Context: an optimization exercise on an open-source flow, tuned for small area, a short achievable clock period and few clock cycles. The choices shown serve that exercise and are no tape-out recipe.
Function was checked by simulation only, so behaviour that the tests miss may differ from the original.
No activity file was given, so power comes from the tool's default toggle rates.

## Top
module Top(
    Clk,
    Reset,
    Data_in,
    Wr_En,
    Outputs,
    Re
    );
Size: roughly 3100 cells after synthesis, ~9 I/O pins, about 36000 um^2 of cells after synthesis.
Settings: LEC_CHECK=0, ABC_AREA=1, CAP_MARGIN=20, CORE_MARGIN=2, CORE_UTILIZATION=65, CTS_BUF_LIST=sky130_fd_sc_hd__clkbuf_8, CTS_CLUSTER_DIAMETER=45, CTS_CLUSTER_SIZE=20, PLACE_DENSITY=0.75, SETUP_SLACK_MARGIN=4.45, SLEW_MARGIN=20; clock period 7.0 ns.
run.sh (not shown) runs the stock make flow with config.mk's settings and CLKGATE_MAP_FILE= SYNTH_SCRIPT=/design/flow/synth_recipe.tcl, a recipe that flattens the netlist after the stock synthesis.
Testbench counts at the start, summed over its fixed seeds: cycles 11,427.
==> next run, changes <==
--- a/flow/config.mk
+++ b/flow/config.mk
@@ -16 +16 @@
-export SETUP_SLACK_MARGIN = 4.45
+export SETUP_SLACK_MARGIN = 4.15
After rerunning: The changed run finished with timing, DRC and antenna clean. Wire length went down by 4.1%. Area after synthesis stays the same. Utilization decreases by 2.1 points.
==> next run, changes <==
--- a/flow/config.mk
+++ b/flow/config.mk
@@ -8 +8 @@
-export ABC_AREA = 1
+export ABC_CLOCK_PERIOD_IN_PS = 3000
@@ -13,2 +13,2 @@
-export CTS_CLUSTER_DIAMETER = 45
-export CTS_CLUSTER_SIZE = 20
+export CTS_CLUSTER_DIAMETER = 40
+export CTS_CLUSTER_SIZE = 16
Outcome: Power goes up by a few percent; routed wire length went up by a little under a tenth; first-iteration DRC count rises by roughly a tenth; synthesized area is about the same; register-to-register slack barely changes; maximum frequency decreases slightly; flip-flop and latch count does not change; non-clock buffer count grows by 33; final area came out higher slightly.
==> next run, changes <==
--- a/flow/config.mk
+++ b/flow/config.mk
@@ -8,2 +8,2 @@
-export ABC_CLOCK_PERIOD_IN_PS = 3000
-export CAP_MARGIN = 20
+export ABC_AREA = 1
+export CAP_MARGIN = 10
@@ -13,2 +13,2 @@
-export CTS_CLUSTER_DIAMETER = 40
-export CTS_CLUSTER_SIZE = 16
+export CTS_CLUSTER_DIAMETER = 45
+export CTS_CLUSTER_SIZE = 20
@@ -16,2 +16,2 @@
-export SETUP_SLACK_MARGIN = 4.15
-export SLEW_MARGIN = 20
+export SETUP_SLACK_MARGIN = 4.3
+export SLEW_MARGIN = 10
=> Global-route usage came out lower by 1.5 points. Clock-buffer cell count came out lower by 24. Area after synthesis hardly moves. Sequential cell count is unchanged.
==> next run, changes <==
--- a/flow/config.mk
+++ b/flow/config.mk
@@ -9 +9 @@
-export CAP_MARGIN = 10
+export CAP_MARGIN = 20
@@ -11 +11 @@
-export CORE_UTILIZATION = 65
+export CORE_UTILIZATION = 62
@@ -15 +15 @@
-export PLACE_DENSITY = 0.75
+export PLACE_DENSITY = 0.7
@@ -17 +17 @@
-export SLEW_MARGIN = 10
+export SLEW_MARGIN = 20
The new run went through all stages and came out clean.
Clock skew came out lower by 0.028 ns.
Clock power came out higher by 8.1%.
Register-to-register slack improves by 0.05 ns.
Wire length came out higher by 3.1%.


Starting RTL as in the previous note.
Settings: LEC_CHECK=0, ABC_CLOCK_PERIOD_IN_PS=3000, CAP_MARGIN=20, CORE_MARGIN=2, CORE_UTILIZATION=65, CTS_BUF_LIST=sky130_fd_sc_hd__clkbuf_8, CTS_CLUSTER_DIAMETER=45, CTS_CLUSTER_SIZE=20, PLACE_DENSITY=0.75, SETUP_SLACK_MARGIN=4.15, SLEW_MARGIN=20; clock period 7.0 ns.
The starting point completed with no timing, DRC or antenna violations.
Testbench counts at the start, summed over its fixed seeds: cycles 11,427.
Next try:
Settings changed: CTS_CLUSTER_DIAMETER 45 to 50, CTS_CLUSTER_SIZE 20 to 22.
Count of clock-buffer cells in the layout falls by 16.
Core utilization fell by 1.7 points.
Fmax hardly moves.
Setup slack gets better by 6.4 ps.
Cell area is lower by 2.2%.


Top again, from the RTL that the note above started with.
// Top
module Top(
    Clk,
    Reset,
    Data_in,
    Wr_En,
    Outputs,
    Re
    );
    input wire Clk;
    input wire Reset;
    input wire Wr_En;
    input wire [3:0] Data_in;
    output wire Outputs;
    output wire Re;
    reg       wr_q;
    reg [3:0] din_q;
    always @(posedge Clk or negedge Reset)
        if (~Reset) wr_q <= 1'b0;
        else        wr_q <= Wr_En;
    always @(posedge Clk) din_q <= Data_in;
    reg [9:0] dsel;
    always @(posedge Clk) begin : dec
        integer k;
        for (k = 0; k < 10; k = k + 1) dsel[k] <= (Data_in == k);
    end
    localparam ST_WR = 2'd0, ST_HUF = 2'd1, ST_OUT = 2'd2;
    reg [1:0] st;
    reg [8:0] wc;         
    reg [1:0] ph;         
    reg       gdone;      
    reg [3:0] hs;         
    reg [3:0] hso;        
    wire wactive = wr_q | (wc[8] & ~gdone);
    wire ins     = wactive & ph[1];
    wire first   = wr_q & (wc == 9'd0);
    wire [2:0] hin = wr_q ? din_q[3:1] : 3'd0;
    wire       lin = din_q[0];
    reg  [6:0] acc;
    reg  [1:0] lsb;
    wire [6:0] acc5 = {acc[4:0], 2'b00} + acc + {4'd0, hin};
    wire [9:0] grp  = {lsb[0], lsb[1], lin, acc5};
    always @(posedge Clk) begin
        if (wactive) begin
            if (ph == 2'd0) begin acc <= {4'd0, hin}; lsb[0] <= lin; end
            else            begin acc <= acc5;        lsb[1] <= lin; end
        end
    end
    localparam NG = 86;
    reg  [NG*10-1:0] ring;
    wire [9:0] slot0 = ring[9:0];
    always @(posedge Clk)
        ring <= {(ins ? grp : slot0), ring[NG*10-1:10]};
    reg [7:0] cnt  [0:9];
    reg  [7:0] cur;
    always @* begin : rd
        integer k;
        cur = 8'd0;
        for (k = 0; k < 10; k = k + 1) cur = cur | (cnt[k] & {8{dsel[k]}});
    end
    wire [7:0] inc = cur + 8'd1;
    reg  [9:0] cand;
    reg  [9:0] C1, C2;    
    reg  [7:0] v1, v2;    
    reg  [5:0] vacc;
    reg        multi;     
    reg  [9:0] bh, bl;    
    integer i;
    always @* begin
        for (i = 0; i < 10; i = i + 1) begin
            bh[i] = |({cnt[i][1], cnt[i][3], cnt[i][5], cnt[i][7]} & hso);
            bl[i] = |({cnt[i][0], cnt[i][2], cnt[i][4], cnt[i][6]} & hso);
        end
    end
    function two;    
        input [9:0] x;
        integer k;
        reg seen;
        begin
  ...
export LEC_CHECK = 0
export ABC_AREA = 1
export CAP_MARGIN = 20
export CORE_MARGIN = 2
export CORE_UTILIZATION = 65
export CTS_BUF_LIST = sky130_fd_sc_hd__clkbuf_8
export CTS_CLUSTER_DIAMETER = 40
export CTS_CLUSTER_SIZE = 16
export PLACE_DENSITY = 0.75
export SETUP_SLACK_MARGIN = 4.3
export SLEW_MARGIN = 20
create_clock -name core_clock -period 7.0 [get_ports {Clk}]
The first run passed the timing, DRC and antenna checks.
Testbench counts at the start, summed over its fixed seeds: cycles 11,427.
Edit:
CTS_CLUSTER_DIAMETER = 45   (was 40)
CTS_CLUSTER_SIZE = 20   (was 16)
=>
- The new run produced a clean layout
- via count barely changes
- combinational power went up by about 3%
- area after synthesis does not change
- final area went down by 0.38%
- global-route usage went up by 0.20 points
- routed wire length went up by 1.1%
Edit:
ABC_AREA = default   (was 1)
ABC_CLOCK_PERIOD_IN_PS = 3000   (was default)
CTS_CLUSTER_DIAMETER = 40   (was 45)
CTS_CLUSTER_SIZE = 16   (was 20)
Result: The new run completed with no timing, DRC or antenna violations. Synthesized area hardly moves. Core utilization came out higher by 1.3 points. Worst setup slack got worse by 0.034 ns. Clock-buffer cell count came out higher by 21. Wire length came out higher by 7.7%.

afterwards: timing with drivers on the ports:
Ports are ideal in the flow. The routed layouts listed here were re-timed in OpenROAD.
Step 1 (the two cells are an assumption about what drives the block):
set clk [get_ports {Clk}]
set_driving_cell -lib_cell sky130_fd_sc_hd__clkbuf_16 $clk
set_driving_cell -lib_cell sky130_fd_sc_hd__buf_2 [delete_from_list [all_inputs] $clk]
Step 2 moves the port delays by t, midway between the first and last clock arrival at a register: inputs arrive t later, outputs are due t later. That takes back most of the time a late clock gives input paths.
Slacks: ideal ports / drivers / drivers and shift; pairs: ideal ports / drivers.
| run | shift t [ns] | slack for setup (ns) | hold slack, ns | worst setup path after step 2 | pins driven straight from the clock port |
|---|---|---|---|---|---|
| the first run of note 1 | 0.763 | 4.154 / 4.154 / 4.154 | 0.321 / 0.321 / 0.321 | register to register | 1 |
| the second run of note 1 | 0.777 | 4.102 / 4.102 / 4.102 | 0.296 / 0.296 / 0.296 | register to register | 1 |
| the third run of note 1 | 0.799 | 4.092 / 4.092 / 4.092 | 0.319 / 0.319 / 0.319 | register to register | 1 |
| the fourth run of note 1 | 0.774 | 4.168 / 4.168 / 4.168 | 0.317 / 0.317 / 0.317 | register to register | 1 |
| the fifth run of note 1 | 0.794 | 4.214 / 4.204 / 4.214 | 0.309 / 0.309 / 0.309 | register to register | 1 |
| the first run of note 2 | 0.799 | 4.055 / 4.055 / 4.055 | 0.308 / 0.308 / 0.308 | register to register | 1 |
| the second run of note 2 | 0.768 | 4.062 / 4.062 / 4.062 | 0.309 / 0.309 / 0.309 | register to register | 1 |
| the first run of note 3 | 0.786 | 4.068 / 4.068 / 4.068 | 0.311 / 0.311 / 0.311 | register to register | 1 |
| the second run of note 3 | 0.774 | 4.168 / 4.168 / 4.168 | 0.317 / 0.317 / 0.317 | register to register | 1 |
| the third run of note 3 | 0.800 | 4.134 / 4.134 / 3.867 | 0.321 / 0.321 / 0.321 | input to register | 1 |
After both steps every run listed still meets setup and hold. For the third run of note 3, which loses most, drivers alone change the setup slack by 0.000 ns; drivers and shift together by -0.267 ns.
